What follows belongs to an exercise in optimizing a design on an open flow for small area, a short achievable clock period and few clock cycles per item; a production flow would make more cautious choices.

==> inputs of ember <==
## NTTN
module NTTN   (input                           clk,reset,
               input                           load_w,
               input                           load_data,
               input                           start,
               input                           start_intt,
               input [14-1:0]      din,
               output reg                      done,
               output reg [14-1:0] dout
               );
Settings: LEC_CHECK=0, CAP_MARGIN=20, CORE_MARGIN=2, CORE_UTILIZATION=40, SLEW_MARGIN=20; clock period 10.0 ns.
run.sh (not shown) runs the stock make flow with config.mk's settings and CLKGATE_MAP_FILE= SYNTH_SCRIPT=/design/flow/synth_recipe.tcl, a recipe that flattens the netlist after the stock synthesis.
==> inputs of delta, as changes to ember <==
--- a/flow/design.v
+++ b/flow/design.v
@@ -37,12 +37,11 @@
                input [14-1:0]      din,
                output reg                      done,
                output reg [14-1:0] dout
                );
 localparam P    = 5;             
-localparam OFF1 = 1;             
-localparam OFF2 = OFF1 + 8 + 1;
+localparam OFF2 = 2;             
 localparam L2   = (P > 4) ? P : 4;
 localparam OFF3 = OFF2 + L2 + 1;
 localparam L3   = (P > 2) ? P : 2;
 localparam OFF4 = OFF3 + L3 + 1;
 localparam OUT0 = OFF4 + 1 + P + 1;    
@@ -64,36 +63,38 @@
     S_LD:    if (c == 31)        begin nstate = S_IDLE; cn = 0; end
     default: if (c == OUT0 + 30) begin nstate = S_IDLE; cn = 0; end
     endcase
 end
 wire       runn = (nstate == S_RUN);
-wire [6:0] k1n = cn - OFF1, k2n = cn - OFF2, k3n = cn - OFF3, k4n = cn - OFF4;
-wire [6:0] e1n = cn - (OFF1 + 8), e2n = cn - (OFF2 + L2), e3n = cn - (OFF3 + L3);
+wire [6:0] k2n = cn - OFF2, k3n = cn - OFF3, k4n = cn - OFF4;
+wire [6:0] e1n = cn - 1, e2n = cn - (OFF2 + L2), e3n = cn - (OFF3 + L3);
 wire [6:0] e4n = cn - (OFF4 + 1 + P);
-reg bf0, sec1, sec2, sec3, in4, sec4, os1, os2, os3, os4, ld_sh, lw_sh, pre, qld, nld;
+wire [6:0] u3n = cn - P;
+reg bf0, a01, b1v, sec2, sec3, sec4, os1, os2, os3, os4, p3a, ld_sh, lw_sh, pre, qld, nld;
 always @(posedge clk or posedge reset) begin
     if (reset) begin
         state <= S_IDLE;
         c     <= 0;
         dir   <= 0;
         done  <= 0;
-        {bf0, sec1, sec2, sec3, in4, sec4, os1, os2, os3, os4, ld_sh, lw_sh, pre, qld, nld} <= 0;
+        {bf0, a01, b1v, sec2, sec3, sec4, os1, os2, os3, os4, p3a, ld_sh, lw_sh, pre, qld, nld} <= 0;
     end else begin
         state <= nstate;
         c     <= cn;
         if (state == S_IDLE && (start | start_intt)) dir <= start_intt & ~start;
         done  <= runn && (cn == OUT0 - 1);
         bf0   <= runn && (cn < 16);
-        sec1  <= runn && (k1n < 32) && k1n[3];
+        a01   <= cn < 8;
+        b1v   <= runn && (e1n < 32) && !e1n[3];
         sec2  <= runn && (k2n < 32) && k2n[2];
         sec3  <= runn && (k3n < 32) && k3n[1];
-        in4   <= runn && (k4n < 32);
         sec4  <= k4n[0];
         os1   <= e1n[3];
         os2   <= e2n[2];
         os3   <= e3n[1];
         os4   <= e4n[0];
+        p3a   <= !(u3n < 16);
         ld_sh <= (nstate == S_LD) || runn;
         lw_sh <= (nstate == S_LW) && (cn < 62);
         pre   <= (nstate == S_LW) && (cn == 63);
         qld   <= (nstate == S_LW) && (cn == 62);
         nld   <= (nstate == S_LW) && (cn == 63);
@@ -113,11 +114,11 @@
         t    = {2'b00, a} + {2'b00, b} - {2'b00, m};
         madd = t[15] ? s[13:0] : t[13:0];
     end
 endfunction
 reg  [13:0] TW [0:61];
-wire [3:0]  rot = {sec3, sec2, sec1, bf0};
+wire [3:0]  rot = {sec3, sec2, b1v, bf0};
 function integer rbase; input integer i; begin
     rbase = (i < 16) ? 0 : (i < 24) ? 16 : (i < 28) ? 24 : (i < 30) ? 28 : 30;
 end endfunction
 function integer rlen; input integer i; begin
     rlen = (i < 16) ? 16 : (i < 24) ? 8 : (i < 28) ? 4 : (i < 30) ? 2 : 1;
@@ -144,38 +145,43 @@
 wire [13:0] w0 = dir ? TW[31] : TW[0];
 wire [13:0] w1 = dir ? TW[47] : TW[16];
 wire [13:0] w2 = dir ? TW[55] : TW[24];
 wire [13:0] w3 = dir ? TW[59] : TW[28];
 reg  [13:0] SR [0:31];
-reg  [13:0] y0;
-wire [13:0] p03;
+reg  [13:0] bA, bB, y1;
+reg  [13:0] pd1 [0:((P < 8) ? 8 - P : 1) - 1];
 reg  [P-1:0] ins0;
-wire [13:0] s0 = madd(SR[31], SR[15], q);
-wire [14:0] d0 = {1'b0, SR[31]} + {1'b0, q} - {1'b0, SR[15]};
+wire [13:0] pA, pB;
+wire [14:0] d0   = {1'b0, SR[31]} + {1'b0, q} - {1'b0, SR[15]};
+wire [13:0] s1   = madd(bA, bB, q);
+wire [14:0] d1   = {1'b0, bA} + {1'b0, q} - {1'b0, bB};
 wire [14:0] d3;
-wire [13:0] y1, y2, y3;
-ModMult mm03(clk, bf0 ? d0 : d3, bf0 ? w0 : w3, q, p03);
+wire [13:0] y2, y3;
+ModMult mmA(clk, bf0 ? d0 : d3, bf0 ? w0 : w3, q, pA);
+ModMult mmB(clk, b1v ? d1 : d3, b1v ? w1 : w3, q, pB);
 always @(posedge clk or posedge reset) begin
     if (reset) ins0 <= 0;
     else       ins0 <= {ins0[P-2:0], bf0};
 end
 integer i;
 always @(posedge clk) begin
     if (ld_sh) begin
         SR[0] <= din;
         for (i = 1; i < 32; i = i + 1)
-            SR[i] <= (i == 16 + P && ins0[P-1]) ? p03 : SR[i-1];
-    end
-    y0 <= bf0 ? s0 : SR[31];
-end
-wire [14:0] d1, d2;
-wire [13:0] p1, p2;
-ModMult mm1(clk, d1, w1, q, p1);
+            SR[i] <= (i == 16 + P && ins0[P-1]) ? pA : SR[i-1];
+    end
+    bA <= a01 ? madd(SR[31], SR[15], q) : SR[31];
+    bB <= a01 ? madd(SR[23], SR[7],  q) : SR[23];
+    pd1[0] <= pB;
+    for (i = 1; i < 8 - P; i = i + 1) pd1[i] <= pd1[i-1];
+    y1 <= os1 ? ((P < 8) ? pd1[(P < 8) ? 7 - P : 0] : pB) : s1;
+end
+wire [14:0] d2;
+wire [13:0] p2;
 ModMult mm2(clk, d2, w2, q, p2);
-SdfStage #(.D(8), .P(P)) st1(clk, sec1, os1, q, y0, d1, p1,  y1);
-SdfStage #(.D(4), .P(P)) st2(clk, sec2, os2, q, y1, d2, p2,  y2);
-SdfStage #(.D(2), .P(P)) st3(clk, sec3, os3, q, y2, d3, p03, y3);
+SdfStage #(.D(4), .P(P)) st2(clk, sec2, os2, q, y1, d2, p2, y2);
+SdfStage #(.D(2), .P(P)) st3(clk, sec3, os3, q, y2, d3, p3a ? pA : pB, y3);
 reg  [13:0] f4;
 reg  [14:0] dr4;
 reg  [13:0] w4i;
 wire [13:0] s4   = madd(f4, y3, q);
 wire [14:0] s4r  = {1'b0, f4} + {1'b0, y3};
Settings changed: ABC_CLOCK_PERIOD_IN_PS set to 5000, SETUP_SLACK_MARGIN set to 4.
==> impl_metrics.py <==
metrics = {
    "yosys": {
        "syn-cell-area_um2": 136000,
    },
    "die": {
        "initial_core_util": 0.402,
    },
    "final_layout": {
        "area_growth_pct": 15.3,
        "final-nonclk-buf-share": 0.0242,
    },
    "status": {
        "outcome": "finished clean",
    },
}
[end of results for delta]
==> impl_metrics.py <==
metrics = {
    "timing": {
        "slew_headroom": 0.293,
    },
    "die": {
        "initial_core_util": 0.402,
        "coreArea_um2": 333000,
    },
    "worst_setup_path": {
        "cp_slowest_cell": "and3_1",
    },
    "grt": {
        "busiest_layer": "met2",
    },
    "final_layout": {
        "register_area_um2": 60500,
    },
    "status": {
        "outcome": "finished clean",
    },
}
[end of results for ember]
No run of this note included a check of the RTL's function; only the layout flow was run.

## port drivers added, routing unchanged
How much do the figures lean on ideal ports? The routed layouts below were timed once more, with nothing changed but the port constraints. Step 1 (the two cells are an assumption about what drives the block):
set clk [get_ports {clk}]
set_driving_cell -lib_cell sky130_fd_sc_hd__clkbuf_16 $clk
set_driving_cell -lib_cell sky130_fd_sc_hd__buf_2 [delete_from_list [all_inputs] $clk]
Step 2, shift: input delay + t, output delay - t, t = (earliest + latest rising clock arrival at the registers) / 2. This alone moves slack from input paths to output paths. Slacks: ideal / step 1 / step 2; pairs: ideal / step 1.
run	t (ns)	setup WS [ns]	hold slack, ns	clock arrival spread, ns	cell pins on the clock port's net
ember	0.981	2.474 / 2.474 / 2.474	0.303 / 0.303 / 0.303	0.125 / 0.126	1
delta	0.988	3.380 / 3.380 / 3.380	0.251 / 0.251 / 0.251	0.130 / 0.130	1
After both steps setup and hold are still met in every run listed.
